Source: an optimization exercise on an open RTL-to-GDS flow (aim: small area). Production flows keep margins and buffers that such runs may drop. The RTL was checked by simulation tests, not by an equivalence proof against the original design. No activity file was given, so power comes from the tool's default toggle rates.

==> flow/design.v <==
module conv_neuron
  (
   input  logic        clk,
   input  logic [7:0]  wdx,         
   input  logic [7:0]  wdy,         
   input  logic [7:0]  ins_x,       
   input  logic [7:0]  ins_y,       
   input  logic [7:0]  ins_k,       
   input  logic [7:0]  bdata,       
   input  logic        bias_we,     
   input  logic [31:0] rsel,        
   input  logic        rpol,        
   input  logic [7:0]  feat,        
   input  logic [7:0]  feat_n,      
   input  logic        first,       
   output logic [6:0]  result       
   );
   logic [31:0][7:0] ring;      
   logic [7:0]       bias;
   logic [7:0]       w, w_rn;
   logic [20:0]      acc, ain, sum;
   logic [1:0]       cr, cin, cout;
   logic [13:0]      acc_hi;
   always_ff @(posedge clk)
      if (bias_we) bias <= bdata;
   genvar gr;
   generate
      for (gr = 0; gr < 8; gr++) begin : g_RING
         always_ff @(posedge clk) begin
            ring[4*gr+0] <= ring[4*gr+1];
            ring[4*gr+1] <= ring[4*gr+2];
            ring[4*gr+2] <= ring[4*gr+3];
            ring[4*gr+3] <= ~(({8{ins_x[gr]}} & wdx) | ({8{ins_y[gr]}} & wdy) |
                             ({8{ins_k[gr]}} & ring[4*gr+0]));
         end
      end
   endgenerate
   always_comb begin
      w = '0;
      for (int k = 0; k < 32; k++)
        w = w | (ring[k] & {8{rsel[k]}});
   end
   assign ain = first ? {{13{bias[7]}}, bias} : acc;
   assign cin = first ? 2'b00 : cr;
   conv_mac u_mac (.wn(w_rn), .f(feat), .fn(feat_n), .ain(ain), .cin(cin), .sum(sum), .cout(cout));
   always_ff @(posedge clk) begin
      w_rn <= ~(w ^ {8{rpol}});
      acc <= sum;
      cr  <= cout;
   end
   assign acc_hi = acc[20:7] + {cr[1], 4'd0, cr[0], 1'b0};
   assign result = acc_hi[13] ? 7'd0 : (|acc_hi) ? 7'h7f : acc[6:0];
endmodule  
module conv_mac (
  input  logic [7:0]  wn,      
  input  logic [7:0]  f,       
  input  logic [7:0]  fn,      
  input  logic [20:0] ain,
  input  logic [1:0]  cin,
  output logic [20:0] sum,
  output logic [1:0]  cout);
  logic w7;
  logic t1;
  logic t2;
  logic t3;
  logic t4;
  logic t5;
  logic t6;
  logic t7;
  logic t8;
  logic t9;
  logic t10;
  logic t11;
  logic t12;
  logic t13;
  logic t14;
  logic t15;
  logic t16;
  logic t17;
  logic t18;
  logic t19;
  logic t20;
  logic t21;
  logic t22;
  logic t23;
  logic t24;
  logic t25;
  logic t26;
  logic t27;
  logic t28;
  logic t29;
  logic t30;
  logic t31;
  logic t32;
  logic t33;
  logic t34;
  logic t35;
  logic t36;
  logic t37;
  logic t38;
  logic t39;
  logic t40;
  logic t41;
  logic t42;
  logic t43;
  logic t44;
  logic t45;
  logic t46;
  logic t47;
  logic t48;
  logic t49;
  logic t50;
  logic t51;
  logic t52;
  logic t53;
  logic t54;
  logic t55;
  logic t56;
  logic t57;
  logic t58;
  logic t59;
  logic t60;
  logic t61;
  logic t62;
  logic t63;
  logic t64;
  logic t65;
  logic t66;
  logic t67;
  logic t68;
  logic t69;
  logic t70;
  logic t71;
  logic t72;
  logic t73;
  logic t74;
  logic t75;
  logic t76;
  logic t77;
  logic t78;
  logic t79;
  logic t80;
  logic t81;
  logic t82;
  logic t83;
  logic t84;
  logic t85;
  logic t86;
  logic t87;
  logic t88;
  logic t89;
  logic t90;
  logic t91;
  logic t92;
  logic t93;
  logic t94;
  logic t95;
  logic t96;
  logic t97;
  logic t98;
  logic t99;
  logic t100;
  logic t101;
  logic t102;
  logic t103;
  logic t104;
  logic t105;
  logic t106;
  logic t107;
  logic t108;
  logic t109;
  logic t110;
  logic t111;
  logic t112;
  logic t113;
  logic t114;
  logic t115;
  logic t116;
  logic t117;
  logic t118;
  logic t119;
  logic t120;
  logic t121;
  logic t122;
  logic t123;
  logic t124;
  logic t125;
  logic t126;
  logic t127;
  logic t128;
  logic t129;
  logic t130;
  logic t131;
  logic t132;
  logic t133;
  logic t134;
  logic t135;
  logic t136;
  logic t137;
  logic t138;
  logic t139;
  logic t140;
  logic t141;
  logic t142;
  logic t143;
  logic t144;
  logic t145;
  logic t146;
  logic t147;
  logic t148;
  logic t149;
  logic t150;
  logic t151;
  logic t152;
  logic t153;
  logic t154;
  logic t155;
  logic t156;
  logic t157;
  logic t158;
  logic t159;
  logic t160;
  logic t161;
  logic t162;
  logic t163;
  logic t164;
  logic t165;
  logic t166;
  assign w7 = ~wn[7];
  conv_ha u_t1 (.a(ain[0]), .b(~(wn[0] | fn[0])), .s(t1), .co(t2));
  assign sum[0] = t1;
  conv_fa u_t3 (.a(ain[1]), .b(~(wn[0] | fn[1])), .c(~(wn[1] | fn[0])), .s(t3), .co(t4));
  conv_ha u_t5 (.a(t2), .b(t3), .s(t5), .co(t6));
  assign sum[1] = t5;
  conv_fa u_t7 (.a(ain[2]), .b(~(wn[0] | fn[2])), .c(~(wn[1] | fn[1])), .s(t7), .co(t8));
  conv_fa u_t9 (.a(~(wn[2] | fn[0])), .b(t4), .c(t7), .s(t9), .co(t10));
  conv_ha u_t11 (.a(t6), .b(t9), .s(t11), .co(t12));
  assign sum[2] = t11;
  conv_fa u_t13 (.a(ain[3]), .b(~(wn[0] | fn[3])), .c(~(wn[1] | fn[2])), .s(t13), .co(t14));
  conv_fa u_t15 (.a(~(wn[2] | fn[1])), .b(~(wn[3] | fn[0])), .c(t8), .s(t15), .co(t16));
  conv_fa u_t17 (.a(t13), .b(t10), .c(t15), .s(t17), .co(t18));
  conv_ha u_t19 (.a(t12), .b(t17), .s(t19), .co(t20));
  assign sum[3] = t19;
  conv_fa u_t21 (.a(ain[4]), .b(~(wn[0] | fn[4])), .c(~(wn[1] | fn[3])), .s(t21), .co(t22));
  conv_fa u_t23 (.a(~(wn[2] | fn[2])), .b(~(wn[3] | fn[1])), .c(~(wn[4] | fn[0])), .s(t23), .co(t24));
  conv_fa u_t25 (.a(t14), .b(t21), .c(t23), .s(t25), .co(t26));
  conv_fa u_t27 (.a(t16), .b(t25), .c(t18), .s(t27), .co(t28));
  conv_ha u_t29 (.a(t20), .b(t27), .s(t29), .co(t30));
  assign sum[4] = t29;
  conv_fa u_t31 (.a(ain[5]), .b(~(wn[0] | fn[5])), .c(~(wn[1] | fn[4])), .s(t31), .co(t32));
  conv_fa u_t33 (.a(~(wn[2] | fn[3])), .b(~(wn[3] | fn[2])), .c(~(wn[4] | fn[1])), .s(t33), .co(t34));
  conv_fa u_t35 (.a(~(wn[5] | fn[0])), .b(t22), .c(t24), .s(t35), .co(t36));
  conv_fa u_t37 (.a(t31), .b(t33), .c(t26), .s(t37), .co(t38));
  conv_fa u_t39 (.a(t35), .b(t37), .c(t28), .s(t39), .co(t40));
  conv_ha u_t41 (.a(t30), .b(t39), .s(t41), .co(t42));
  assign sum[5] = t41;
  conv_fa u_t43 (.a(ain[6]), .b(~(wn[0] | fn[6])), .c(~(wn[1] | fn[5])), .s(t43), .co(t44));
  conv_fa u_t45 (.a(~(wn[2] | fn[4])), .b(~(wn[3] | fn[3])), .c(~(wn[4] | fn[2])), .s(t45), .co(t46));
  conv_fa u_t47 (.a(~(wn[5] | fn[1])), .b(~(wn[6] | fn[0])), .c(t32), .s(t47), .co(t48));
  conv_fa u_t49 (.a(t34), .b(t43), .c(t45), .s(t49), .co(t50));
  conv_fa u_t51 (.a(t36), .b(t47), .c(t49), .s(t51), .co(t52));
  conv_fa u_t53 (.a(t38), .b(t51), .c(t40), .s(t53), .co(t54));
  conv_ha u_t55 (.a(t42), .b(t53), .s(t55), .co(t56));
  assign sum[6] = t55;
  conv_fa u_t57 (.a(ain[7]), .b(w7), .c(~(wn[0] | fn[7])), .s(t57), .co(t58));
  conv_fa u_t59 (.a(~(wn[1] | fn[6])), .b(~(wn[2] | fn[5])), .c(~(wn[3] | fn[4])), .s(t59), .co(t60));
  conv_fa u_t61 (.a(~(wn[4] | fn[3])), .b(~(wn[5] | fn[2])), .c(~(wn[6] | fn[1])), .s(t61), .co(t62));
  conv_fa u_t63 (.a(~(wn[7] | f[0])), .b(t44), .c(t46), .s(t63), .co(t64));
  conv_fa u_t65 (.a(t57), .b(t59), .c(t61), .s(t65), .co(t66));
  conv_fa u_t67 (.a(t48), .b(t50), .c(t63), .s(t67), .co(t68));
  conv_fa u_t69 (.a(t65), .b(t52), .c(t67), .s(t69), .co(t70));
  conv_fa u_t71 (.a(t69), .b(t54), .c(t56), .s(t71), .co(t72));
  assign sum[7] = t71;
  conv_fa u_t73 (.a(cin[0]), .b(ain[8]), .c(~(wn[1] | fn[7])), .s(t73), .co(t74));
  conv_fa u_t75 (.a(~(wn[2] | fn[6])), .b(~(wn[3] | fn[5])), .c(~(wn[4] | fn[4])), .s(t75), .co(t76));
  conv_fa u_t77 (.a(~(wn[5] | fn[3])), .b(~(wn[6] | fn[2])), .c(~(wn[7] | f[1])), .s(t77), .co(t78));
  conv_fa u_t79 (.a(t58), .b(t60), .c(t62), .s(t79), .co(t80));
  conv_fa u_t81 (.a(t73), .b(t75), .c(t77), .s(t81), .co(t82));
  conv_fa u_t83 (.a(t64), .b(t66), .c(t79), .s(t83), .co(t84));
  conv_fa u_t85 (.a(t81), .b(t68), .c(t83), .s(t85), .co(t86));
  conv_ha u_t87 (.a(t70), .b(t85), .s(t87), .co(t88));
  assign sum[8] = t87;
  conv_fa u_t89 (.a(ain[9]), .b(~(wn[2] | fn[7])), .c(~(wn[3] | fn[6])), .s(t89), .co(t90));
  conv_fa u_t91 (.a(~(wn[4] | fn[5])), .b(~(wn[5] | fn[4])), .c(~(wn[6] | fn[3])), .s(t91), .co(t92));
  conv_fa u_t93 (.a(~(wn[7] | f[2])), .b(t74), .c(t76), .s(t93), .co(t94));
  conv_fa u_t95 (.a(t78), .b(t89), .c(t91), .s(t95), .co(t96));
  conv_fa u_t97 (.a(t80), .b(t82), .c(t93), .s(t97), .co(t98));
  conv_fa u_t99 (.a(t95), .b(t84), .c(t97), .s(t99), .co(t100));
  conv_fa u_t101 (.a(t86), .b(t99), .c(t88), .s(t101), .co(t102));
  assign sum[9] = t101;
  conv_fa u_t103 (.a(ain[10]), .b(~(wn[3] | fn[7])), .c(~(wn[4] | fn[6])), .s(t103), .co(t104));
  conv_fa u_t105 (.a(~(wn[5] | fn[5])), .b(~(wn[6] | fn[4])), .c(~(wn[7] | f[3])), .s(t105), .co(t106));
  conv_fa u_t107 (.a(t90), .b(t92), .c(t103), .s(t107), .co(t108));
  conv_fa u_t109 (.a(t105), .b(t94), .c(t96), .s(t109), .co(t110));
  conv_fa u_t111 (.a(t107), .b(t98), .c(t109), .s(t111), .co(t112));
  conv_fa u_t113 (.a(t100), .b(t111), .c(t102), .s(t113), .co(t114));
  assign sum[10] = t113;
  conv_fa u_t115 (.a(ain[11]), .b(~(wn[4] | fn[7])), .c(~(wn[5] | fn[6])), .s(t115), .co(t116));
  conv_fa u_t117 (.a(~(wn[6] | fn[5])), .b(~(wn[7] | f[4])), .c(t104), .s(t117), .co(t118));
  conv_fa u_t119 (.a(t106), .b(t115), .c(t108), .s(t119), .co(t120));
  conv_fa u_t121 (.a(t117), .b(t110), .c(t119), .s(t121), .co(t122));
  conv_fa u_t123 (.a(t112), .b(t121), .c(t114), .s(t123), .co(t124));
  assign sum[11] = t123;
  conv_fa u_t125 (.a(ain[12]), .b(~(wn[5] | fn[7])), .c(~(wn[6] | fn[6])), .s(t125), .co(t126));
  conv_fa u_t127 (.a(~(wn[7] | f[5])), .b(t116), .c(t125), .s(t127), .co(t128));
  conv_fa u_t129 (.a(t118), .b(t127), .c(t120), .s(t129), .co(t130));
  conv_fa u_t131 (.a(t122), .b(t129), .c(t124), .s(t131), .co(t132));
  assign sum[12] = t131;
  conv_fa u_t133 (.a(cin[1]), .b(ain[13]), .c(~(wn[6] | fn[7])), .s(t133), .co(t134));
  conv_fa u_t135 (.a(~(wn[7] | f[6])), .b(t126), .c(t133), .s(t135), .co(t136));
  conv_fa u_t137 (.a(t128), .b(t135), .c(t130), .s(t137), .co(t138));
  assign sum[13] = t137;
  conv_fa u_t139 (.a(ain[14]), .b(~(wn[7] | f[7])), .c(t134), .s(t139), .co(t140));
  conv_fa u_t141 (.a(t136), .b(t139), .c(t138), .s(t141), .co(t142));
  assign sum[14] = t141;
  conv_fa u_t143 (.a(ain[15]), .b(w7), .c(t140), .s(t143), .co(t144));
  conv_ha u_t145 (.a(t143), .b(t142), .s(t145), .co(t146));
  assign sum[15] = t145;
  conv_fa u_t147 (.a(ain[16]), .b(w7), .c(t144), .s(t147), .co(t148));
  conv_ha u_t149 (.a(t147), .b(t146), .s(t149), .co(t150));
  assign sum[16] = t149;
  conv_fa u_t151 (.a(ain[17]), .b(w7), .c(t148), .s(t151), .co(t152));
  conv_ha u_t153 (.a(t151), .b(t150), .s(t153), .co(t154));
  assign sum[17] = t153;
  conv_fa u_t155 (.a(ain[18]), .b(w7), .c(t152), .s(t155), .co(t156));
  conv_ha u_t157 (.a(t155), .b(t154), .s(t157), .co(t158));
  assign sum[18] = t157;
  conv_fa u_t159 (.a(ain[19]), .b(w7), .c(t156), .s(t159), .co(t160));
  conv_ha u_t161 (.a(t159), .b(t158), .s(t161), .co(t162));
  assign sum[19] = t161;
  conv_fa u_t163 (.a(ain[20]), .b(w7), .c(t160), .s(t163), .co(t164));
  conv_ha u_t165 (.a(t163), .b(t162), .s(t165), .co(t166));
  assign sum[20] = t165;
  assign cout[0] = t72;
  assign cout[1] = t132;
endmodule
module conv_fa (input logic a, b, c, output logic s, co);
  assign s  = a ^ b ^ c;
  assign co = (a & b) | (a & c) | (b & c);
endmodule
module conv_ha (input logic a, b, output logic s, co);
  assign s  = a ^ b;
  assign co = a & b;
endmodule
module conv_neuron_layer_ffanout
  #
  (
   parameter LAYER_SIZE       = 10,
   parameter LAYER_SIZE_ORDER = 4,
   parameter FEATURE_WIDTH    = 8,
   parameter WEIGHT_WIDTH     = 8,
   parameter WEIGHT_MEM_ORDER = 5,
   parameter OUTPUT_WIDTH     = 8,
   parameter OUTPUT_SHIFT     = 0,
   parameter BIAS_SHIFT       = 0,
   parameter ReLU             = "TRUE"
   )
  (
   input logic                         clk,
   input logic [FEATURE_WIDTH-1:0]     feature_stream,
   input logic                         feature_first,
   input logic                         feature_last,
   input logic [WEIGHT_WIDTH-1:0]      weight_stream,
   input logic [LAYER_SIZE_ORDER-1:0]  weight_id,
   input logic                         weight_first,
   input logic                         weight_last,
   output logic [OUTPUT_WIDTH-1:0]     output_stream,
   output logic [LAYER_SIZE_ORDER-1:0] output_id,
   output logic                        output_valid
   );
  logic [2:0]  tc;                    
  logic [1:0]  ph;
  logic        ld_active;
  logic        word_v;
  logic        bcur;                  
  logic [3:0]  tv, tb;                
  logic [3:0][7:0] td;                
  logic [1:0]  xd, yd;                
  logic [3:0]  xid, yid;              
  logic [4:0]  xk, yk;                
  logic        xv, yv;                
  logic [7:0]  xdat, ydat;
  logic [LAYER_SIZE:1] xn, yn;        
  logic [7:0]  xr, yr;                
  logic        yfirst;                
  logic        clash;                 
  logic        xw, yw;                
  assign ph     = tc[1:0];
  assign word_v = ld_active && !weight_first;
  always_comb begin
    tv[0] = word_v;
    tb[0] = bcur;
    td[0] = weight_stream;
  end
  always_ff @(posedge clk) begin
    tc <= tc + 1'b1;
    if (weight_first) begin
      ld_active <= 1'b1;
      bcur      <= !bcur;
      if (bcur) begin
        xd  <= 2'd3 - ph;
        xid <= weight_id;
      end else begin
        yd  <= 2'd3 - ph;
        yid <= weight_id;
      end
    end else if (ld_active && weight_last) begin
      ld_active <= 1'b0;
    end
    for (int i = 1; i < 4; i++) begin
      tv[i] <= tv[i-1];
      tb[i] <= tb[i-1];
      td[i] <= td[i-1];
    end
    if (weight_first && bcur) xk <= '0;
    else if (xv)              xk <= xk + 1'b1;
    if (weight_first && !bcur) yk <= '0;
    else if (yv)               yk <= yk + 1'b1;
  end
  assign xv   = tv[xd] && !tb[xd];
  assign yv   = tv[yd] &&  tb[yd];
  assign xdat = td[xd] ^ {8{tc[2]}};
  assign ydat = td[yd] ^ {8{tc[2]}};
  assign yfirst = bcur;
  assign clash = xv && yv && (xid == yid) && (xk[4:2] == yk[4:2]);
  assign xw = xv && !(clash && yfirst);
  assign yw = yv && !(clash && !yfirst);
  always_comb begin
    for (int n = 1; n <= LAYER_SIZE; n++) begin
      xn[n] = xw && (xid == n);
      yn[n] = yw && (yid == n);
    end
    for (int r = 0; r < 8; r++) begin
      xr[r] = (xk[4:2] == r);
      yr[r] = (yk[4:2] == r);
    end
  end
  logic [7:0]  feat_r, feat_rn;
  logic        first_r, last_r, last_r2;
  logic [4:0]  rcnt, raddr;
  logic [1:0]  rpos;
  logic [2:0]  rpt;
  logic        rpol;
  logic [31:0] rsel;
  assign raddr = feature_first ? 5'd0 : rcnt;
  assign rpos  = raddr[1:0] - ph;
  assign rpt   = tc + {1'b0, rpos};
  assign rpol  = rpt[2];
  always_ff @(posedge clk) begin
    feat_r  <= feature_stream;
    feat_rn <= ~feature_stream;
    first_r <= feature_first;
    last_r  <= feature_last;
    last_r2 <= last_r;
    rcnt    <= raddr + 1'b1;
  end
  always_comb
    for (int r = 0; r < 8; r++)
      for (int p = 0; p < 4; p++)
        rsel[4*r+p] = (raddr[4:2] == r) && (rpos == p);
  logic [7*LAYER_SIZE-1:0] result;
  genvar gi;
  generate
    for (gi = 1; gi <= LAYER_SIZE; gi++) begin : g_NEURONS
      logic [7:0] hx, hy;
      assign hx = {8{xn[gi]}} & xr;
      assign hy = {8{yn[gi]}} & yr;
      conv_neuron u_conv_neuron
        (
         .clk     (clk),
         .wdx     (xdat),
         .wdy     (ydat),
         .ins_x   (hx),
         .ins_y   (hy),
         .ins_k   (~(hx | hy)),
         .bdata   (weight_stream),
         .bias_we (weight_first && weight_id == gi),
         .rsel    (rsel),
         .rpol    (rpol),
         .feat    (feat_r),
         .feat_n  (feat_rn),
         .first   (first_r),
         .result  (result[7*(gi-1) +: 7])
         );
    end
  endgenerate
  logic [6:0] out_sr [1:LAYER_SIZE];
  logic [3:0]               out_id;
  logic                     out_valid;
  always_ff @(posedge clk) begin
    if (last_r2) begin
      for (int j = 1; j <= LAYER_SIZE; j++) out_sr[j] <= result[7*(j-1) +: 7];
      out_id    <= 4'd1;
      out_valid <= 1'b1;
    end else begin
      for (int j = 1; j < LAYER_SIZE; j++) out_sr[j] <= out_sr[j+1];
      out_sr[LAYER_SIZE] <= result[7*(LAYER_SIZE-1) +: 7];
      if (out_valid) begin
        out_id <= out_id + 1'b1;
        if (out_id == LAYER_SIZE) out_valid <= 1'b0;
      end
    end
  end
  assign output_stream = {1'b0, out_sr[1]};
  assign output_id     = out_id;
  assign output_valid  = out_valid;
endmodule  
==> flow/run.sh <==
#!/bin/bash
# synth_recipe.tcl (not shown) runs the flow's synth.tcl, then flattens the netlist and writes it again
# the make line also repeats each setting of config.mk as NAME=value (left out here)
make -C /OpenROAD-flow-scripts/flow DESIGN_CONFIG=/design/flow/config.mk WORK_HOME=/design/flow/orfs CLKGATE_MAP_FILE= SYNTH_SCRIPT=/design/flow/synth_recipe.tcl finish
==> flow/config.mk <==
export PLATFORM = sky130hd
export DESIGN_NAME = conv_neuron_layer_ffanout
export DESIGN_NICKNAME = conv_neuron_layer_ffanout
export VERILOG_FILES = /design/flow/design.v
export SDC_FILE = /design/flow/constraint.sdc
export NUM_CORES = 4
export LEC_CHECK = 0
export CAP_MARGIN = 20
export CORE_MARGIN = 2
export CORE_UTILIZATION = 40
export CTS_BUF_LIST = sky130_fd_sc_hd__clkbuf_16
export CTS_CLUSTER_DIAMETER = 80
export CTS_CLUSTER_SIZE = 30
export SLEW_MARGIN = 20
export SYNTH_HIERARCHICAL = 1
export SYNTH_MINIMUM_KEEP_SIZE = 0
==> flow/constraint.sdc <==
create_clock -name core_clock -period 6.0 [get_ports {clk}]
set_input_delay 1.2000 -clock core_clock [delete_from_list [all_inputs] [get_ports {clk}]]
set_output_delay 1.2000 -clock core_clock [all_outputs]
set_load 0.01 [all_outputs]
==> flow_metrics.env, run 1 <==
export IMPL_path_max_fanout=19
export IMPL_syn_nets=10300
export IMPL_synth_area_leaders="dfxtp_1 52%, fa_1 12%, a222oi_1 5.5%"
export IMPL_wl_per_cell_um=34.0
export IMPL_clk_pin_slew_ns=0.12
export IMPL_p_leak_nw=48.2
export IMPL_cts_setup_buffers=0
export IMPL_initialDrtViolationCount=15400
export IMPL_avgViaCountPerCell=6.60
export IMPL_grt_pass1_vias=85700
export IMPL_ioPinCount=38
export IMPL_critPathLaunch="first_r"
export IMPL_end_kind="register"
export IMPL_final_nets=9871
export IMPL_cts_hold_buf=0
export IMPL_min_delay_start="g_NEURONS[6].u_conv_neuron.ring[209]"
export IMPL_ctsHtreeMaxLevel=4
export IMPL_worst_pin_slew_ns=1.28
export IMPL_dieArea_mm2=0.294
export IMPL_syn_inst=9448
export IMPL_antenna_found_initial=14
export IMPL_reg2reg_from="first_r"
export IMPL_route_detailed_drc=0
export IMPL_overflow=0
export IMPL_clockRootBuffer="clkbuf_16"
export IMPL_drv_slew=0
export IMPL_cts_buffer_depth=4
export IMPL_setup_viol=0
export IMPL_wl_um=435000
export IMPL_synth_top_cell_area_share=0.520
export IMPL_place_congestion=0.935
export IMPL_yosys_area_top_type="dfxtp_1"
export IMPL_synth_area_mm2=0.116
export IMPL_fmax_ghz=0.189
export IMPL_synth_warnings=9
export IMPL_ys_types=55
export IMPL_relSlewSlack=0.142
export IMPL_fp_dieW_um=542
export IMPL_ys_seq_elements=3106
export IMPL_rsz0062_at_grt="no"
export IMPL_rows=197
export IMPL_setup_tns_final_ns=0
export IMPL_skew_ns=0.0803
export IMPL_layout_common_cells="3,001 x dfxtp_1, 768 x nor2_1, 690 x fa_1"
export IMPL_grt_max_degree=88
export IMPL_port_buffers=36
export IMPL_critical_path_class="register to register"
export IMPL_cp_arrival_ns=6.03
export IMPL_cts_made_buffers=145
export IMPL_synth_edf_count=93
export IMPL_final_period_utilization=0.881
export IMPL_drtPass1Iterations=14
export IMPL_synthArstFlopShare=0
export IMPL_start_util=0.402
export IMPL_dieHeight_um=542
export IMPL_layout_setup_ws_ns=0.715
export IMPL_avgSynthCellArea_um2=12.3
export IMPL_cts_resized=0
export IMPL_tritoncts="built"
export IMPL_pre_cts_ws_ns=0.649
export IMPL_cts_sinks=3106
export IMPL_p_per_area_mw_per_mm2=360
export IMPL_hold_class="register to register"
export IMPL_dp_hpwl_um=272000
export IMPL_period_minus_slack_ns=5.29
export IMPL_fillers=26000
export IMPL_layout_drive_gt1_share=0.122
export IMPL_ir_worst_vdd_mv=0.313
export IMPL_clk_latency_ns=0.91
export IMPL_grt_pass1_wl_um=619000
export IMPL_vias=84600
export IMPL_yosysSeqAreaShare=0.544
export IMPL_cap_violations=0
export IMPL_grt_use_total=0.288
export IMPL_area_growth_pct=8.57
export IMPL_status="complete, no violations"
export IMPL_layout_commonest_cell="dfxtp_1"
export IMPL_start_kind="register"
export IMPL_final_antenna_net_count=0
export IMPL_coreArea_mm2=0.288
export IMPL_hold_viol_final=0
export IMPL_critPathRequiredTime_ns=6.74
export IMPL_synthFlopType="dfxtp_1"
per-layer routing:
metal	vias up	track usage	wire length (um)
li1	33900	-	-
met1	42600	0.373	163000
met2	6413	0.436	186000
met3	1610	0.0879	60500
met4	4	0.141	26200
met5	-	0	34
registers in the layout, indices dropped and copies added (netlist names), 2 cells and up:
register / cells
xd: 2
g_NEURONS.u_conv_neuron.bias: 80
g_NEURONS.u_conv_neuron.cr: 20
yk: 5
out_id: 4
yd: 2
g_NEURONS.u_conv_neuron.w_rn: 80
rcnt: 5
out_sr: 70
xid: 4
tc: 3
g_NEURONS.u_conv_neuron.acc: 210
tb: 3
feat_r: 8
feat_rn: 8
td: 24
tv: 3
xk: 5
yid: 4
g_NEURONS.u_conv_neuron.ring: 2560
per-stage QoR:
| step | hold WS, ns | instance area, um^2 | util | power (mW) | cells |
|---|---|---|---|---|---|
| 3_3_place_gp | 0.321 | 121000 | 0.422 | 33.5 | 12600 |
| 2_1_floorplan | 0.310 | 116000 | - | 33.8 | 9448 |
| 6_report | 0.306 | 126000 | 0.437 | 45.3 | 12800 |
| 4_1_cts | 0.312 | 126000 | 0.437 | 45.4 | 12800 |
| 3_5_place_dp | 0.316 | 122000 | 0.422 | 33.9 | 12600 |
| 5_1_grt | 0.326 | 126000 | 0.437 | 47.6 | 12800 |
per-module statistics from Yosys (local to each module, per instance):
module,flops+latches,cell area [um^2],copies in the design
conv_ha,0,12.5,140
conv_neuron_layer_ffanout,156,7540,1
conv_fa,0,20.0,690
conv_mac,0,507,10
conv_neuron,295,8780,10
cell usage after synthesis, drive strengths merged, types with 12 or more instances:
cell / instances
buf: 382
xnor2: 56
nor2b: 36
fa: 690
a22o: 330
inv: 176
nor2: 802
a221oi: 330
xor2: 113
a22oi: 620
edfxtp: 93
mux4: 17
nor4: 139
clkbuf: 770
a21oi: 58
nand2b: 23
dfxtp: 3013
nand3: 46
and4: 20
a211oi: 12
mux2: 143
nand2: 54
o2111ai: 20
a311oi: 20
ha: 179
o21a: 70
o21ai: 153
nor3: 109
nand4: 252
a222oi: 640
area by class of cell:
class / instances / area (um^2) / share of cell area
inverters: 176 / 661 / 0.00525
clock inverters: 53 / 709 / 0.00563
multi-input cells: 5014 / 47800 / 0.380
repair buffers: 534 / 5130 / 0.0407
diodes: 10 / 25.0 / 0.000199
clock buffers: 146 / 3650 / 0.0290
well taps: 3781 / 4730 / 0.0376
flip-flops and latches: 3106 / 63100 / 0.502
critical path, stage by stage, from the launching register on:
cell,delay (ns)
dfxtp_4,0.58
buf_12,0.25
nand2_1,0.30
o21ai_0,0.25
fa_1,0.47
fa_1,0.41
fa_1,0.40
fa_1,0.43
fa_1,0.41
fa_1,0.42
ha_1,0.21
ha_1,0.19
ha_1,0.19
ha_1,0.19
ha_1,0.19
ha_1,0.26
power breakdown:
part | leakage [nW] | internal [mW] | switching [mW] | total [mW]
Clock | 2.15 | 4.75 | 7.06 | 11.8
Combinational | 20.0 | 4.26 | 5.38 | 9.65
Sequential | 26.1 | 22.3 | 1.55 | 23.9
final timing paths:
| check | cells after the start | slack (ns) | to |
|---|---|---|---|
| setup / recovery | 15 | 0.71 | g_NEURONS[5].u_conv_neuron.acc[20] |
| hold / removal | 0 | 0.31 | g_NEURONS[6].u_conv_neuron.ring[201] |
| setup reg to reg | 15 | 0.71 | g_NEURONS[5].u_conv_neuron.acc[20] |
| hold reg to reg | 0 | 0.31 | g_NEURONS[6].u_conv_neuron.ring[201] |
cell families after synthesis:
kind of cell | Yosys count | share of synthesized area
AOI/OAI and AO/OA | 2286 | 0.167
xor gates and xnor gates | 169 | 0.0128
adders and majority gates | 869 | 0.138
buffers and inverters | 1328 | 0.0562
DFF | 3106 | 0.544
muxes | 162 | 0.0174
other | 1 | 0.0000323
and+or+nand+nor | 1527 | 0.0636
==> inputs of run 2 (changes only) <==
--- a/flow/config.mk
+++ b/flow/config.mk
@@ -5,12 +5,12 @@
 export SDC_FILE = /design/flow/constraint.sdc
 export NUM_CORES = 4
 export LEC_CHECK = 0
-export CAP_MARGIN = 20
+export CAP_MARGIN = 0
 export CORE_MARGIN = 2
 export CORE_UTILIZATION = 40
 export CTS_BUF_LIST = sky130_fd_sc_hd__clkbuf_16
 export CTS_CLUSTER_DIAMETER = 80
 export CTS_CLUSTER_SIZE = 30
-export SLEW_MARGIN = 20
+export SLEW_MARGIN = 0
 export SYNTH_HIERARCHICAL = 1
 export SYNTH_MINIMUM_KEEP_SIZE = 0
==> run 2 against run 1 <==
Now fails the layout checks on max-capacitance violations, max-slew violations. Worst hold slack improved by 0.0026 ns. Synthesized cell count unchanged. Cell area about the same. Clock power barely moved. Cell count about the same. Global-route usage is 0.064 points higher. Combinational power is essentially flat. First-iteration DRC count rose by 2.8%. Routed wire length is 0.16% higher. Setup slack improved by 0.019 ns. Non-clock buffer count shrank 1. Total power grew 0.25%. Critical endpoint unchanged.
==> flow_metrics.env, run 2 <==
export IMPL_yosysSeqAreaShare=0.544
export IMPL_synth_common_cells="3,013 x dfxtp_1, 802 x nor2_1, 770 x clkbuf_1, 690 x fa_1, 640 x a222oi_1"
export IMPL_setup_viol=0
export IMPL_synthArstFlopShare=0
export IMPL_area_growth_pct=8.61
export IMPL_dp_cells=12600
export IMPL_initialDrtViolationCount=15800
export IMPL_coreArea_mm2=0.288
export IMPL_start_util=0.402
export IMPL_drtPass1Iterations=13
export IMPL_avgSynthCellArea_um2=12.3
export IMPL_dieHeight_um=542
export IMPL_relSlewSlack=-0.0165
export IMPL_layout_setup_ws_ns=0.734
export IMPL_cts_hold_buf=0
export IMPL_ys_seq_elements=3106
export IMPL_route_detailed_drc=0
export IMPL_fp_dieW_um=542
export IMPL_synth_most_common_cell="dfxtp_1"
export IMPL_end_kind="register"
export IMPL_hold_class="register to register"
export IMPL_fillers=26100
export IMPL_seqPwrFrac=0.525
export IMPL_wl_um=436000
export IMPL_clk_latency_ns=0.93
export IMPL_path_max_fanout=19
export IMPL_layout_drive_gt1_share=0.122
export IMPL_port_buffers=36
export IMPL_clockRootBuffer="clkbuf_16"
export IMPL_largest_register_ffs=2560
export IMPL_total_power_mw=45.4
export IMPL_vias=84600
export IMPL_pre_cts_ws_ns=0.629
export IMPL_dieArea_mm2=0.294
export IMPL_grt_max_degree=88
export IMPL_rows=197
export IMPL_critical_path_class="register to register"
export IMPL_cts_sinks=3106
export IMPL_so_faults="max-capacitance violations, max-slew violations"
export IMPL_switchingPower_mw=14.1
export IMPL_wl_per_cell_um=34.0
export IMPL_grt_pass1_wl_um=620000
export IMPL_synth_area_mm2=0.116
export IMPL_antenna_found_initial=15
export IMPL_swShare=0.309
export IMPL_final_nets=9872
export IMPL_grt_use_total=0.289
export IMPL_synthFlopType="dfxtp_1"
export IMPL_grt_pass1_vias=85900
export IMPL_final_antenna_net_count=0
export IMPL_top_register="g_NEURONS.u_conv_neuron.ring"
export IMPL_worst_pin_slew_ns=1.52
export IMPL_tritoncts="built"
export IMPL_hold_worst_slack_ns=0.309
export IMPL_cap_violations=1
export IMPL_cts_resized=0
export IMPL_layout_common_cells="3,001 x dfxtp_1, 770 x nor2_1, 690 x fa_1"
export IMPL_cp_arrival_ns=6.03
export IMPL_skew_ns=0.0797
export IMPL_p_int_mw=31.4
export IMPL_cts_made_buffers=147
export IMPL_yosys_area_top_type="dfxtp_1"
export IMPL_layout_commonest_cell="dfxtp_1"
export IMPL_synth_area_leaders="dfxtp_1 52%, fa_1 12%, a222oi_1 5.5%"
export IMPL_status="complete, but fails checks"
export IMPL_period_minus_slack_ns=5.27
export IMPL_dp_hpwl_um=272000
export IMPL_hold_viol_final=0
export IMPL_place_congestion=0.935
export IMPL_cts_buffer_depth=4
export IMPL_pwr_share_clk=0.263
export IMPL_setup_tns_final_ns=0
export IMPL_rsz0062_at_grt="no"
export IMPL_start_kind="register"
export IMPL_p_leak_nw=48.3
export IMPL_syn_nets=10300
export IMPL_p_per_area_mw_per_mm2=361
export IMPL_synth_top_cell_area_share=0.520
export IMPL_ir_worst_vdd_mv=0.236
export IMPL_overflow=0
export IMPL_synth_warnings=9
export IMPL_final_cell_count_no_fill=12800
export IMPL_fmax_ghz=0.190
export IMPL_final_period_utilization=0.878
export IMPL_cts_setup_buffers=0
export IMPL_syn_inst=9448
export IMPL_ys_types=55
export IMPL_ctsHtreeMaxLevel=4
export IMPL_reg_top3="g_NEURONS.u_conv_neuron.ring x2560, g_NEURONS.u_conv_neuron.acc x210"
export IMPL_clk_pin_slew_ns=0.12
export IMPL_ioPinCount=38
export IMPL_power_frac_comb=0.212
export IMPL_synth_edf_count=93
export IMPL_critPathRequiredTime_ns=6.77
export IMPL_avgViaCountPerCell=6.60
export IMPL_drv_slew=9
## run 2: cell counts after synthesis
Identical to the previous run, type by type.
## run 2: cells by family (layout without fill, tap and decap cells)
group                    count (synthesis)  after routing  share of synthesized area
AO/OA/AOI/OAI                         2286           2286                      0.167
XOR/XNOR                               169            169                     0.0128
adder cells (fa/ha/maj)                869            869                      0.138
buffers and inverters                 1328            909                     0.0562
flip-flops                            3106           3106                      0.544
multiplexers                           162            162                     0.0174
other                                    1              8                  0.0000323
AND/OR/NAND/NOR                       1527           1527                     0.0636
## run 2: power groups by stage
stage / Clock (mW) / Combinational [mW] / Sequential [mW]
6_report: 11.9 / 9.64 / 23.9
5_1_grt: 12.7 / 11.0 / 24.0
4_1_cts: 12.0 / 9.74 / 23.8
3_5_place_dp: 0 / 9.66 / 24.3
3_3_place_gp: 0 / 9.24 / 24.2
2_1_floorplan: 0 / 10.3 / 23.5
## run 2: final cells by class
type	count	area, um^2	share of cell area
antenna	7	17.5	0.000139
clock buffer	151	3780	0.0300
clock inverter	49	669	0.00532
inverter	176	661	0.00525
multi-input combinational	5014	47800	0.380
sequential	3106	63100	0.501
tap	3781	4730	0.0376
timing repair buffer	533	5120	0.0406
## run 2: layer usage
layer,vias up,global-route usage,share of wire,routed length (um)
li1,33800,-,-,-
met1,42500,0.375,0.37,163000
met2,6576,0.433,0.42,184000
met3,1673,0.0863,0.14,60700
met4,10,0.147,0.064,27900
met5,-,0,0.00018,78
## run 2: path summary, 6_finish.rpt
| kind | cells after the start | slack [ns] | endpoint | start |
|---|---|---|---|---|
| worst max-delay path | 15 | 0.73 | g_NEURONS[5].u_conv_neuron.acc[20] | first_r |
| worst min-delay path | 0 | 0.31 | g_NEURONS[1].u_conv_neuron.ring[205] | g_NEURONS[1].u_conv_neuron.ring[213] |
| worst max register to register | 15 | 0.73 | g_NEURONS[5].u_conv_neuron.acc[20] | first_r |
| worst min register to register | 0 | 0.31 | g_NEURONS[1].u_conv_neuron.ring[205] | g_NEURONS[1].u_conv_neuron.ring[213] |
## run 2: per-module statistics from Yosys (local to each module, per instance)
module,cells,flops+latches,copies in the design
conv_fa,1,0,690
conv_ha,1,0,140
conv_mac,96,0,10
conv_neuron,684,295,10
conv_neuron_layer_ffanout,818,156,1
## run 2: worst max-delay path, stage by stage (launching register included)
cell     delay (ns)
dfxtp_4        0.57
buf_12         0.25
nand2_1        0.29
o21ai_0        0.25
fa_1           0.47
fa_1           0.41
fa_1           0.40
fa_1           0.43
fa_1           0.41
fa_1           0.42
ha_1           0.20
ha_1           0.18
ha_1           0.19
ha_1           0.18
ha_1           0.19
ha_1           0.27
## run 2: per-stage QoR
stage	cell area [um^2]	utilization
CTS	126000	0.437
global route	126000	0.437
global placement	121000	0.422
finish	126000	0.437
detailed placement	121000	0.422
floorplan	116000	-
==> inputs of run 3 (changes only) <==
--- a/flow/design.v
+++ b/flow/design.v
@@ -35,11 +35,24 @@
          end
       end
    endgenerate
-   always_comb begin
-      w = '0;
-      for (int k = 0; k < 32; k++)
-        w = w | (ring[k] & {8{rsel[k]}});
-   end
+   logic [7:0][10:0] grp_n;
+   genvar gb, gg;
+   generate
+      for (gb = 0; gb < 8; gb++) begin : g_RBIT
+         for (gg = 0; gg < 10; gg++) begin : g_RGRP
+            conv_aoi222 u_aoi
+              (.a1(rsel[3*gg]),   .b1(ring[3*gg][gb]),
+               .a2(rsel[3*gg+1]), .b2(ring[3*gg+1][gb]),
+               .a3(rsel[3*gg+2]), .b3(ring[3*gg+2][gb]),
+               .y(grp_n[gb][gg]));
+         end
+         conv_aoi22 u_aoi_last
+           (.a1(rsel[30]), .b1(ring[30][gb]),
+            .a2(rsel[31]), .b2(ring[31][gb]),
+            .y(grp_n[gb][10]));
+         assign w[gb] = ~&grp_n[gb];
+      end
+   endgenerate
    assign ain = first ? {{13{bias[7]}}, bias} : acc;
    assign cin = first ? 2'b00 : cr;
    conv_mac u_mac (.wn(w_rn), .f(feat), .fn(feat_n), .ain(ain), .cin(cin), .sum(sum), .cout(cout));
@@ -51,6 +64,12 @@
    assign acc_hi = acc[20:7] + {cr[1], 4'd0, cr[0], 1'b0};
    assign result = acc_hi[13] ? 7'd0 : (|acc_hi) ? 7'h7f : acc[6:0];
 endmodule  
+module conv_aoi222 (input logic a1, b1, a2, b2, a3, b3, output logic y);
+  assign y = ~((a1 & b1) | (a2 & b2) | (a3 & b3));
+endmodule
+module conv_aoi22 (input logic a1, b1, a2, b2, output logic y);
+  assign y = ~((a1 & b1) | (a2 & b2));
+endmodule
 module conv_mac (
   input  logic [7:0]  wn,      
   input  logic [7:0]  f,       
@@ -382,6 +401,8 @@
   logic [7:0]  xdat, ydat;
   logic [LAYER_SIZE:1] xn, yn;        
   logic [7:0]  xr, yr;                
+  logic [LAYER_SIZE:1] xn_n, yn_n;
+  logic [7:0]  xr_n, yr_n;
   logic        yfirst;                
   logic        clash;                 
   logic        xw, yw;                
@@ -435,6 +456,10 @@
       yr[r] = (yk[4:2] == r);
     end
   end
+  assign xn_n = ~xn;
+  assign yn_n = ~yn;
+  assign xr_n = ~xr;
+  assign yr_n = ~yr;
   logic [7:0]  feat_r, feat_rn;
   logic        first_r, last_r, last_r2;
   logic [4:0]  rcnt, raddr;
@@ -462,9 +487,12 @@
   genvar gi;
   generate
     for (gi = 1; gi <= LAYER_SIZE; gi++) begin : g_NEURONS
-      logic [7:0] hx, hy;
-      assign hx = {8{xn[gi]}} & xr;
-      assign hy = {8{yn[gi]}} & yr;
+      logic [7:0] hx, hy, hk;
+      for (genvar r = 0; r < 8; r++) begin : g_INS
+        conv_nor2 u_hx (.a(xn_n[gi]), .b(xr_n[r]), .y(hx[r]));
+        conv_nor2 u_hy (.a(yn_n[gi]), .b(yr_n[r]), .y(hy[r]));
+        conv_nor2 u_hk (.a(hx[r]),    .b(hy[r]),   .y(hk[r]));
+      end
       conv_neuron u_conv_neuron
         (
          .clk     (clk),
@@ -472,7 +500,7 @@
          .wdy     (ydat),
          .ins_x   (hx),
          .ins_y   (hy),
-         .ins_k   (~(hx | hy)),
+         .ins_k   (hk),
          .bdata   (weight_stream),
          .bias_we (weight_first && weight_id == gi),
          .rsel    (rsel),
@@ -505,3 +533,6 @@
   assign output_id     = out_id;
   assign output_valid  = out_valid;
 endmodule  
+module conv_nor2 (input logic a, b, output logic y);
+  assign y = ~(a | b);
+endmodule
--- a/flow/config.mk
+++ b/flow/config.mk
@@ -5,12 +5,12 @@
 export SDC_FILE = /design/flow/constraint.sdc
 export NUM_CORES = 4
 export LEC_CHECK = 0
-export CAP_MARGIN = 0
+export CAP_MARGIN = 20
 export CORE_MARGIN = 2
 export CORE_UTILIZATION = 40
 export CTS_BUF_LIST = sky130_fd_sc_hd__clkbuf_16
 export CTS_CLUSTER_DIAMETER = 80
 export CTS_CLUSTER_SIZE = 30
-export SLEW_MARGIN = 0
+export SLEW_MARGIN = 20
 export SYNTH_HIERARCHICAL = 1
 export SYNTH_MINIMUM_KEEP_SIZE = 0
==> run 3 against run 2 <==
The run now finishes clean. Non-clock buffer count down 136. Total power fell by 2.3%. Combinational power fell by 4.7%. Largest cell class unchanged. Global-route usage fell by 3.4 points. Via count down 6.4%. First-iteration DRC count rose by 0.94%. Routed wire length fell by 14%. Largest power group unchanged.
==> flow_metrics.env, run 3 <==
export IMPL_relSlewSlack=0.165
export IMPL_grt_max_degree=81
export IMPL_cts_buffer_depth=3
export IMPL_reg_top3="g_NEURONS.u_conv_neuron.ring x2560, g_NEURONS.u_conv_neuron.acc x210"
export IMPL_start_kind="register"
export IMPL_vias=79200
export IMPL_r2r_cells=14
export IMPL_start_util=0.403
export IMPL_critPathRequiredTime_ns=6.74
export IMPL_port_buffers=36
export IMPL_hold_viol_final=0
export IMPL_layout_common_cells="3,001 x dfxtp_1, 1,440 x a222oi_1, 910 x nor2_1"
export IMPL_fp_dieW_um=535
export IMPL_clk_pin_slew_ns=0.11
export IMPL_tritoncts="built"
export IMPL_largest_register_ffs=2560
export IMPL_drtPass1Iterations=11
export IMPL_dieArea_mm2=0.286
export IMPL_path_buf_inv=0
export IMPL_wl_per_cell_um=30.2
export IMPL_dp_hpwl_um=241000
export IMPL_fillers=25200
export IMPL_p_leak_nw=47.7
export IMPL_regToRegSetupSlack_ns=0.42
export IMPL_yosys_area_top_type="dfxtp_1"
export IMPL_rows=194
export IMPL_layout_commonest_cell="dfxtp_1"
export IMPL_crit_chain="nand2_1 > o21ai_0 > fa_1 > fa_1 > fa_1 > fa_1 > fa_1 > fa_1 > ha_1 > ha_1 > ha_1 > ha_1 > ha_1 > ha_1"
export IMPL_grt_pass1_wl_um=545000
export IMPL_final_cell_count_no_fill=12400
export IMPL_synth_area_leaders="dfxtp_1 54%, a222oi_1 13%, fa_1 12%"
export IMPL_avgSynthCellArea_um2=12.8
export IMPL_cts_sinks=3106
export IMPL_skew_ns=0.0825
export IMPL_critPathLaunch="first_r"
export IMPL_clk_latency_ns=0.89
export IMPL_min_delay_start="g_NEURONS[3].u_conv_neuron.ring[81]"
export IMPL_path_max_fanout=61
export IMPL_grt_pass1_vias=80500
export IMPL_ir_worst_vdd_mv=0.298
export IMPL_syn_nets=9715
export IMPL_holdPathStages=0
export IMPL_setup_tns_final_ns=0
export IMPL_final_antenna_net_count=0
export IMPL_end_kind="register"
export IMPL_area_growth_pct=8.02
export IMPL_cts_made_buffers=141
export IMPL_slowest_stage="dfxtp_4"
export IMPL_synth_edf_count=93
export IMPL_ioPinCount=38
export IMPL_clockRootBuffer="clkbuf_16"
export IMPL_setup_viol=0
export IMPL_drv_slew=0
export IMPL_synth_common_cells="3,013 x dfxtp_1, 1,440 x a222oi_1, 944 x nor2_1, 690 x fa_1, 396 x clkbuf_1"
export IMPL_fin_area_mm2=0.122
export IMPL_synthFlopType="dfxtp_1"
export IMPL_status="complete, no violations"
export IMPL_ys_seq_elements=3106
export IMPL_fin_util=0.435
export IMPL_holdPathEnd="g_NEURONS[3].u_conv_neuron.ring[73]"
export IMPL_place_area_mm2=0.117
export IMPL_antenna_found_initial=15
export IMPL_synthArstFlopShare=0
export IMPL_rsz0062_at_grt="no"
export IMPL_cts_hold_buf=0
export IMPL_dp_cells=12200
export IMPL_r2r_end="g_NEURONS[6].u_conv_neuron.acc[20]"
export IMPL_ctsHtreeMaxLevel=4
export IMPL_critical_path_class="register to register"
export IMPL_path_delay_family="adder cells"
export IMPL_layout_drive_gt1_share=0.0982
export IMPL_top_register="g_NEURONS.u_conv_neuron.ring"
export IMPL_max_stage_delay_ns=0.86
export IMPL_reg2reg_from="first_r"
export IMPL_synth_top_cell_area_share=0.535
export IMPL_cp_arrival_ns=6.32
export IMPL_final_nets=9467
export IMPL_p_per_area_mw_per_mm2=365
export IMPL_final_period_utilization=0.929
export IMPL_grt_use_total=0.254
export IMPL_ys_types=53
export IMPL_syn_inst=8821
export IMPL_avgViaCountPerCell=6.41
export IMPL_place_congestion=0.888
export IMPL_coreArea_mm2=0.280
export IMPL_wl_um=373000
export IMPL_fmax_ghz=0.179
export IMPL_cts_resized=0
export IMPL_synth_warnings=9
export IMPL_route_detailed_drc=0
export IMPL_initialDrtViolationCount=16000
export IMPL_cap_violations=0
export IMPL_dieHeight_um=535
export IMPL_cts_setup_buffers=0
export IMPL_worst_pin_slew_ns=1.25
export IMPL_period_minus_slack_ns=5.58
export IMPL_overflow=0
export IMPL_synth_most_common_cell="dfxtp_1"
export IMPL_total_power_mw=44.4
export IMPL_yosysSeqAreaShare=0.560
export IMPL_synth_area_mm2=0.113
export IMPL_hold_class="register to register"
[run 3: changes by cell type in the layout (fill, tap and decap cells not counted), sizes merged, moves of 136 or more]
cell    before   now
buf        497   361
a222oi     640  1440
nor2       802   944
a22oi      620    80
a221oi     330     0
a22o       330     0
[run 3: layout make-up]
cell class              count  area (um^2)  share of cell area
diodes                      5         12.5            0.000103
clock buffers             142         3550              0.0292
clock inverters            65          783             0.00643
inverters                 251          942             0.00774
multi-input cells        4676        44800               0.368
flip-flops and latches   3106        63100               0.519
well taps                3724         4660              0.0383
repair buffers            397         3870              0.0318
[run 3: per-layer routing]
| layer | vias to the layer above | track usage | part of all wire |
|---|---|---|---|
| met5 | - | 0 | 0.000054 |
| met4 | 2 | 0.112 | 0.046 |
| met3 | 847 | 0.0553 | 0.11 |
| met2 | 5079 | 0.400 | 0.45 |
| met1 | 40300 | 0.336 | 0.39 |
| li1 | 33000 | - | - |
[run 3: metrics by stage]
step | hold slack (ns) | worst slack (ns)
detailed placement | 0.318 | 0.472
floorplan | 0.310 | 0.233
CTS | 0.313 | 0.417
finish | 0.299 | 0.424
global placement | 0.317 | 0.509
global route | 0.320 | 0.173
[run 3: worst max-delay path by stage]
stage                                                     end  slack, ns  cells after the start
after floorplan           g_NEURONS[10].u_conv_neuron.w_rn[0]       0.23                     10
after global placement     g_NEURONS[9].u_conv_neuron.acc[12]       0.51                     11
after detailed placement   g_NEURONS[9].u_conv_neuron.acc[12]       0.47                     11
after CTS                  g_NEURONS[9].u_conv_neuron.acc[20]       0.42                     14
after global routing       g_NEURONS[2].u_conv_neuron.acc[12]       0.17                     11
final                      g_NEURONS[6].u_conv_neuron.acc[20]       0.42                     14
[run 3: worst reg2reg max path, cell delays in order, from the launching register on]
cell     delay [ns]
dfxtp_4        0.86
nand2_1        0.55
o21ai_0        0.31
fa_1           0.49
fa_1           0.40
fa_1           0.42
fa_1           0.43
fa_1           0.41
fa_1           0.40
ha_1           0.20
ha_1           0.19
ha_1           0.18
ha_1           0.18
ha_1           0.18
ha_1           0.27
[run 3: power by group]
group	internal (mW)	leakage [nW]	switching (mW)
Combinational	3.90	19.5	5.29
Clock	4.63	2.14	6.91
Sequential	22.3	26.1	1.35
[run 3: Yosys stat by module, one instance, submodules excluded]
module	cells inside	area, um^2
conv_neuron	538	7610
conv_aoi222	1	10.0
conv_neuron_layer_ffanout	531	6030
conv_aoi22	1	12.5
conv_mac	96	507
conv_nor2	1	3.75
conv_ha	1	12.5
conv_fa	1	20.0
[run 3: cells by family (layout without fill, tap and decap cells)]
family	Yosys count	after routing	synth area share
adder cells (fa/ha/maj)	869	869	0.142
AO/OA/AOI/OAI	1934	1934	0.162
other	1	6	0.0000333
XOR/XNOR	143	143	0.0111
flip-flops	3106	3106	0.560
buffers and inverters	1039	855	0.0477
AND/OR/NAND/NOR	1639	1639	0.0664
multiplexers	90	90	0.0106
==> inputs of run 4 (changes only) <==
--- a/flow/design.v
+++ b/flow/design.v
@@ -22,7 +22,7 @@
    logic [1:0]       cr, cin, cout;
    logic [13:0]      acc_hi;
    always_ff @(posedge clk)
-      if (bias_we) bias <= bdata;
+      if (bias_we) bias <= bdata ^ 8'h80;    
    genvar gr;
    generate
       for (gr = 0; gr < 8; gr++) begin : g_RING
@@ -53,7 +53,7 @@
          assign w[gb] = ~&grp_n[gb];
       end
    endgenerate
-   assign ain = first ? {{13{bias[7]}}, bias} : acc;
+   assign ain = first ? {13'd0, bias} : acc;
    assign cin = first ? 2'b00 : cr;
    conv_mac u_mac (.wn(w_rn), .f(feat), .fn(feat_n), .ain(ain), .cin(cin), .sum(sum), .cout(cout));
    always_ff @(posedge clk) begin
@@ -62,7 +62,8 @@
       cr  <= cout;
    end
    assign acc_hi = acc[20:7] + {cr[1], 4'd0, cr[0], 1'b0};
-   assign result = acc_hi[13] ? 7'd0 : (|acc_hi) ? 7'h7f : acc[6:0];
+   assign result = (acc_hi[13] || acc_hi == 14'd0) ? 7'd0 :
+                   (acc_hi != 14'd1) ? 7'h7f : acc[6:0];
 endmodule  
 module conv_aoi222 (input logic a1, b1, a2, b2, a3, b3, output logic y);
   assign y = ~((a1 & b1) | (a2 & b2) | (a3 & b3));
==> run 4 against run 3 <==
Register-to-register slack better by 0.28 ns. Via count shrank 1.2%. Synthesized cell count down 2.7%. Routed wire length grew 1.4%. Sequential power is essentially flat. Cell area hardly changed. Worst hold slack better by 0.0072 ns. Non-clock buffer count increased by 8. Total power decreased by 0.50%. Setup slack gained 0.28 ns.
==> flow_metrics.env, run 4 <==
export IMPL_cts_setup_buffers=0
export IMPL_hold_worst_slack_ns=0.306
export IMPL_wl_um=379000
export IMPL_final_nets=9245
export IMPL_clk_pin_slew_ns=0.11
export IMPL_synth_most_common_cell="dfxtp_1"
export IMPL_drv_slew=0
export IMPL_regToRegSetupSlack_ns=0.70
export IMPL_skew_ns=0.0650
export IMPL_syn_inst=8582
export IMPL_setup_tns_final_ns=0
export IMPL_overflow=0
export IMPL_relSlewSlack=0.139
export IMPL_grt_pass1_wl_um=550000
export IMPL_critPathLaunch="first_r"
export IMPL_dieHeight_um=534
export IMPL_clockRootBuffer="clkbuf_16"
export IMPL_synth_edf_count=93
export IMPL_tritoncts="built"
export IMPL_reg2reg_from="first_r"
export IMPL_grt_max_degree=81
export IMPL_ys_seq_elements=3106
export IMPL_route_detailed_drc=0
export IMPL_place_congestion=0.883
export IMPL_layout_commonest_cell="dfxtp_1"
export IMPL_drtPass1Iterations=14
export IMPL_fin_util=0.435
export IMPL_avgViaCountPerCell=6.45
export IMPL_hold_class="register to register"
export IMPL_antenna_found_initial=16
export IMPL_layout_common_cells="3,002 x dfxtp_1, 1,440 x a222oi_1, 911 x nor2_1"
export IMPL_dieArea_mm2=0.285
export IMPL_fp_dieW_um=534
export IMPL_worst_pin_slew_ns=1.29
export IMPL_synth_top_cell_area_share=0.537
export IMPL_synth_area_mm2=0.112
export IMPL_synth_common_cells="3,013 x dfxtp_1, 1,440 x a222oi_1, 944 x nor2_1, 690 x fa_1, 419 x clkbuf_1"
export IMPL_yosysSeqAreaShare=0.561
export IMPL_area_growth_pct=8.24
export IMPL_final_period_utilization=0.883
export IMPL_dp_hpwl_um=240000
export IMPL_p_leak_nw=47.3
export IMPL_rsz0062_at_grt="no"
export IMPL_ioPinCount=38
export IMPL_end_kind="register"
export IMPL_syn_nets=9476
export IMPL_final_antenna_net_count=0
export IMPL_critical_path_class="register to register"
export IMPL_synth_area_leaders="dfxtp_1 54%, a222oi_1 13%, fa_1 12%"
export IMPL_cts_sinks=3106
export IMPL_vias=78300
export IMPL_yosys_area_top_type="dfxtp_1"
export IMPL_wl_per_cell_um=31.2
export IMPL_setup_viol=0
export IMPL_cts_made_buffers=141
export IMPL_ctsHtreeMaxLevel=4
export IMPL_critPathRequiredTime_ns=6.69
export IMPL_fillers=25100
export IMPL_cap_violations=0
export IMPL_path_max_fanout=35
export IMPL_cts_buffer_depth=3
export IMPL_start_kind="register"
export IMPL_reg_top3="g_NEURONS.u_conv_neuron.ring x2560, g_NEURONS.u_conv_neuron.acc x210"
export IMPL_synthArstFlopShare=0
export IMPL_r2r_cells=11
export IMPL_ys_types=62
export IMPL_fmax_ghz=0.189
export IMPL_initialDrtViolationCount=15600
export IMPL_endpoint="g_NEURONS[2].u_conv_neuron.acc[12]"
export IMPL_rows=194
export IMPL_grt_use_total=0.258
export IMPL_layout_drive_gt1_share=0.109
export IMPL_p_per_area_mw_per_mm2=363
export IMPL_clk_latency_ns=0.87
export IMPL_top_register="g_NEURONS.u_conv_neuron.ring"
export IMPL_total_power_mw=44.2
export IMPL_status="complete, no violations"
export IMPL_hold_viol_final=0
export IMPL_cp_arrival_ns=5.99
export IMPL_r2r_end="g_NEURONS[2].u_conv_neuron.acc[12]"
export IMPL_grt_pass1_vias=79800
export IMPL_largest_register_ffs=2560
export IMPL_synthFlopType="dfxtp_1"
export IMPL_port_buffers=36
export IMPL_ir_worst_vdd_mv=0.283
export IMPL_synth_warnings=9
export IMPL_coreArea_mm2=0.279
export IMPL_cts_resized=0
export IMPL_avgSynthCellArea_um2=13.1
export IMPL_cts_hold_buf=0
export IMPL_start_util=0.402
export IMPL_period_minus_slack_ns=5.30
## run 4: cell count changes in the layout (fill, tap and decap cells not counted), moves of 12 or more
cell / previous run / this run
nand2_2: 0 / 12
o41ai_2: 20 / 0
or3_1: 24 / 2
mux2_1: 0 / 50
o21ai_0: 224 / 15
a31oi_1: 4 / 24
mux2_2: 73 / 93
a41oi_1: 70 / 10
nand2_1: 130 / 108
inv_1: 259 / 54
nand3_1: 130 / 97
nor2b_1: 33 / 153
a21oi_1: 36 / 86
## run 4: kinds of logic (layout without fill, tap and decap cells)
kind of cell / after synthesis / after routing / synth area share
adder cells (fa/ha/maj): 869 / 869 / 0.143
XOR/XNOR: 143 / 143 / 0.0111
AND/OR/NAND/NOR: 1749 / 1749 / 0.0747
other: 1 / 8 / 0.0000334
flip-flops: 3106 / 3106 / 0.561
buffers and inverters: 830 / 659 / 0.0408
AO/OA/AOI/OAI: 1724 / 1724 / 0.151
multiplexers: 160 / 160 / 0.0176
## run 4: how the worst min path moves through the flow
stage                                                    start                                    to  slack [ns]  cells after the start
after floorplan                                         last_r                               last_r2        0.31                      0
after global placement                                  last_r                               last_r2        0.32                      0
after detailed placement                                last_r                               last_r2        0.32                      0
after CTS                  g_NEURONS[4].u_conv_neuron.ring[51]   g_NEURONS[4].u_conv_neuron.ring[43]        0.31                      0
after global routing      g_NEURONS[4].u_conv_neuron.ring[121]  g_NEURONS[4].u_conv_neuron.ring[113]        0.32                      0
final                      g_NEURONS[4].u_conv_neuron.ring[51]   g_NEURONS[4].u_conv_neuron.ring[43]        0.31                      0
## run 4: modules after synthesis, one instance, submodules excluded
module,cell area (um^2),flip-flops and latches,cells,copies in the design
conv_neuron,7580,295,514,10
conv_neuron_layer_ffanout,6020,156,532,1
conv_mac,507,0,96,10
conv_fa,20.0,0,1,690
conv_aoi22,12.5,0,1,80
conv_ha,12.5,0,1,140
conv_aoi222,10.0,0,1,800
conv_nor2,3.75,0,1,240
## run 4: layer usage
metal  track usage  vias up  routed length, um
met5       0.00183        -                113
met4         0.117       12              18200
met3        0.0676     1005              44700
met2         0.399     5176             168000
met1         0.339    39900             147000
li1              -    32200                  -
## run 4: critical path, stage by stage (launching register included)
cell and delay [ns]:
dfxtp_4 0.61, buf_12 0.29, mux2_1 0.40, fa_1 0.47
fa_1 0.58, fa_1 0.44, fa_1 0.44, ha_1 0.21
fa_1 0.38, fa_1 0.39, fa_1 0.40, fa_1 0.46
## run 4: through the flow
stage	std cells	setup WS, ns	area [um^2]
after global routing	12100	0.529	122000
after detailed placement	11900	0.517	117000
after global placement	11900	0.556	117000
after CTS	12100	0.692	122000
final	12100	0.703	122000
after floorplan	8582	0.146	112000
## run 4: power breakdown
| group | switching [mW] | internal, mW | leakage, nW |
|---|---|---|---|
| logic | 4.69 | 3.97 | 19.1 |
| registers | 1.57 | 22.3 | 26.1 |
| clock network | 7.05 | 4.63 | 2.14 |
## run 4: layout make-up
type	instances	area [um^2]	area share
Antenna cell	7	17.5	0.000144
Clock buffer	142	3550	0.0292
Clock inverter	61	876	0.00720
Inverter	51	191	0.00157
Multi-Input combinational cell	4646	45300	0.372
Sequential cell	3106	63100	0.519
Tap cell	3724	4660	0.0383
Timing Repair Buffer	405	3930	0.0323
==> inputs of run 5 (changes only) <==
--- a/flow/design.v
+++ b/flow/design.v
@@ -46,9 +46,10 @@
                .a3(rsel[3*gg+2]), .b3(ring[3*gg+2][gb]),
                .y(grp_n[gb][gg]));
          end
-         conv_aoi22 u_aoi_last
+         conv_aoi222 u_aoi_last
            (.a1(rsel[30]), .b1(ring[30][gb]),
             .a2(rsel[31]), .b2(ring[31][gb]),
+            .a3(rsel[31]), .b3(ring[31][gb]),
             .y(grp_n[gb][10]));
          assign w[gb] = ~&grp_n[gb];
       end
@@ -68,9 +69,6 @@
 module conv_aoi222 (input logic a1, b1, a2, b2, a3, b3, output logic y);
   assign y = ~((a1 & b1) | (a2 & b2) | (a3 & b3));
 endmodule
-module conv_aoi22 (input logic a1, b1, a2, b2, output logic y);
-  assign y = ~((a1 & b1) | (a2 & b2));
-endmodule
 module conv_mac (
   input  logic [7:0]  wn,      
   input  logic [7:0]  f,       
@@ -402,8 +400,6 @@
   logic [7:0]  xdat, ydat;
   logic [LAYER_SIZE:1] xn, yn;        
   logic [7:0]  xr, yr;                
-  logic [LAYER_SIZE:1] xn_n, yn_n;
-  logic [7:0]  xr_n, yr_n;
   logic        yfirst;                
   logic        clash;                 
   logic        xw, yw;                
@@ -457,10 +453,6 @@
       yr[r] = (yk[4:2] == r);
     end
   end
-  assign xn_n = ~xn;
-  assign yn_n = ~yn;
-  assign xr_n = ~xr;
-  assign yr_n = ~yr;
   logic [7:0]  feat_r, feat_rn;
   logic        first_r, last_r, last_r2;
   logic [4:0]  rcnt, raddr;
@@ -490,9 +482,9 @@
     for (gi = 1; gi <= LAYER_SIZE; gi++) begin : g_NEURONS
       logic [7:0] hx, hy, hk;
       for (genvar r = 0; r < 8; r++) begin : g_INS
-        conv_nor2 u_hx (.a(xn_n[gi]), .b(xr_n[r]), .y(hx[r]));
-        conv_nor2 u_hy (.a(yn_n[gi]), .b(yr_n[r]), .y(hy[r]));
-        conv_nor2 u_hk (.a(hx[r]),    .b(hy[r]),   .y(hk[r]));
+        conv_and2 u_hx (.a(xn[gi]), .b(xr[r]), .y(hx[r]));
+        conv_and2 u_hy (.a(yn[gi]), .b(yr[r]), .y(hy[r]));
+        conv_nor2 u_hk (.a(hx[r]),  .b(hy[r]), .y(hk[r]));
       end
       conv_neuron u_conv_neuron
         (
@@ -537,3 +529,6 @@
 module conv_nor2 (input logic a, b, output logic y);
   assign y = ~(a | b);
 endmodule
+module conv_and2 (input logic a, b, output logic y);
+  assign y = a & b;
+endmodule
--- a/flow/config.mk
+++ b/flow/config.mk
@@ -11,6 +11,7 @@
 export CTS_BUF_LIST = sky130_fd_sc_hd__clkbuf_16
 export CTS_CLUSTER_DIAMETER = 80
 export CTS_CLUSTER_SIZE = 30
+export PLACE_DENSITY = 0.7
 export SLEW_MARGIN = 20
 export SYNTH_HIERARCHICAL = 1
 export SYNTH_MINIMUM_KEEP_SIZE = 0
==> run 5 against run 4 <==
Largest power group unchanged. Area after synthesis up 0.22%. Die area rose by 0.22%. Register-to-register slack better by 0.06 ns. Critical endpoint is now g_NEURONS[4].u_conv_neuron.acc[12]. Largest cell class unchanged. Setup slack improved by 0.056 ns.
==> flow_metrics.env, run 5 <==
export IMPL_layout_drive_gt1_share=0.0883
export IMPL_status="complete, no violations"
export IMPL_p_leak_nw=47.2
export IMPL_wl_um=378000
export IMPL_grt_use_total=0.255
export IMPL_place_congestion=0.942
export IMPL_synth_most_common_cell="dfxtp_1"
export IMPL_final_nets=9161
export IMPL_yosys_area_top_type="dfxtp_1"
export IMPL_path_max_fanout=9
export IMPL_regArea_mm2=0.0631
export IMPL_fillers=24800
export IMPL_port_buffers=36
export IMPL_cts_setup_buffers=0
export IMPL_final_cell_count_no_fill=12100
export IMPL_largest_register_ffs=2560
export IMPL_dieHeight_um=535
export IMPL_grt_pass1_vias=81700
export IMPL_ctsHtreeMaxLevel=4
export IMPL_ir_worst_vdd_mv=0.344
export IMPL_syn_nets=9475
export IMPL_synth_area_mm2=0.113
export IMPL_dp_hpwl_um=238000
export IMPL_path_delay_family="adder cells"
export IMPL_start_util=0.403
export IMPL_hold_viol_final=0
export IMPL_critPathMostFrequentCell="fa_1"
export IMPL_cts_resized=0
export IMPL_tritoncts="built"
export IMPL_ys_types=61
export IMPL_synth_edf_count=93
export IMPL_cp_arrival_ns=5.96
export IMPL_fin_util=0.433
export IMPL_route_detailed_drc=0
export IMPL_critical_path_class="register to register"
export IMPL_clk_pin_slew_ns=0.11
export IMPL_vias=80200
export IMPL_pre_cts_ws_ns=0.803
export IMPL_cts_buffer_depth=3
export IMPL_fmax_ghz=0.191
export IMPL_drv_slew=0
export IMPL_crit_chain="inv_1 > fa_1 > fa_1 > fa_1 > fa_1 > ha_1 > fa_1 > fa_1 > fa_1 > fa_1"
export IMPL_final_period_utilization=0.874
export IMPL_synth_top_cell_area_share=0.535
export IMPL_synthFlopType="dfxtp_1"
export IMPL_avgSynthCellArea_um2=13.1
export IMPL_max_stage_delay_ns=0.77
export IMPL_overflow=0
export IMPL_relSlewSlack=0.0862
export IMPL_antenna_found_initial=20
export IMPL_fp_dieW_um=535
export IMPL_p_per_area_mw_per_mm2=364
export IMPL_end_kind="register"
export IMPL_layout_setup_ws_ns=0.758
export IMPL_regToRegSetupSlack_ns=0.76
export IMPL_drtPass1Iterations=13
export IMPL_worst_pin_slew_ns=1.37
export IMPL_cap_violations=0
export IMPL_critPathRequiredTime_ns=6.71
export IMPL_grt_max_degree=99
export IMPL_cts_sinks=3106
export IMPL_cts_hold_buf=0
export IMPL_yosysSeqAreaShare=0.560
export IMPL_wl_per_cell_um=31.3
export IMPL_path_buf_inv=1
export IMPL_rsz0062_at_grt="no"
export IMPL_hold_class="register to register"
export IMPL_initialDrtViolationCount=17800
export IMPL_final_antenna_net_count=0
export IMPL_multi_input_area_mm2=0.0456
export IMPL_skew_ns=0.0729
run 5: final timing paths:
check	start	cells after the start	endpoint
max reg2reg	g_NEURONS[4].u_conv_neuron.w_rn[7]	10	g_NEURONS[4].u_conv_neuron.acc[12]
min	g_NEURONS[2].u_conv_neuron.ring[239]	0	g_NEURONS[2].u_conv_neuron.ring[231]
max	g_NEURONS[4].u_conv_neuron.w_rn[7]	10	g_NEURONS[4].u_conv_neuron.acc[12]
min reg2reg	g_NEURONS[2].u_conv_neuron.ring[239]	0	g_NEURONS[2].u_conv_neuron.ring[231]
run 5: final cells by class:
class,count,area share
antenna,27,0.000558
clock buffer,135,0.0279
clock inverter,44,0.00466
inverter,49,0.00152
multi-input combinational,4647,0.377
sequential,3106,0.522
tap,3724,0.0385
timing repair buffer,331,0.0287
run 5: where the power goes:
part / internal (mW) / switching [mW] / total, mW
registers: 22.3 / 1.58 / 23.9
logic: 4.18 / 5.04 / 9.22
clock network: 4.34 / 6.64 / 11.0
run 5: worst register-to-register path, stage by stage (launching register included):
cell	delay (ns)
dfxtp_1	0.77
inv_1	0.48
fa_1	0.60
fa_1	0.46
fa_1	0.54
fa_1	0.42
ha_1	0.23
fa_1	0.39
fa_1	0.40
fa_1	0.39
fa_1	0.44
run 5: layer usage:
layer / wire length (um) / GRT usage / vias up
met5: 153 / 0.00266 / -
met4: 22900 / 0.141 / 10
met3: 56900 / 0.0830 / 1375
met2: 162000 / 0.384 / 6651
met1: 136000 / 0.324 / 40000
li1: - / - / 32200
run 5: modules after synthesis (local to each module, per instance):
module | copies in the design | cells inside
conv_mac | 10 | 96
conv_and2 | 160 | 1
conv_fa | 690 | 1
conv_nor2 | 80 | 1
conv_ha | 140 | 1
conv_neuron | 10 | 514
conv_aoi222 | 880 | 1
conv_neuron_layer_ffanout | 1 | 531
run 5: logic make-up after synthesis:
family / count (synthesis) / share of synthesized area
other cells: 1 / 0.0000333
buf+inv: 828 / 0.0408
flops: 3106 / 0.560
xor+xnor: 144 / 0.0112
compound gates: 1715 / 0.149
simple gates: 1754 / 0.0785
mux: 164 / 0.0180
fa+ha+maj: 869 / 0.142
run 5: metrics by stage:
step,hold slack [ns],cell area [um^2]
floorplan,0.310,113000
detailed placement,0.319,117000
global route,0.343,121000
CTS,0.336,121000
finish,0.332,121000
global placement,0.319,117000

Re-timed with assumed drivers on the ports (clkbuf_16 on the clock, buf_2 on other inputs), run 5 has 0.758 ns of setup slack against 0.758 ns with ideal ports, and 0.429 ns once port delays also move by the mid clock arrival of 0.928 ns.
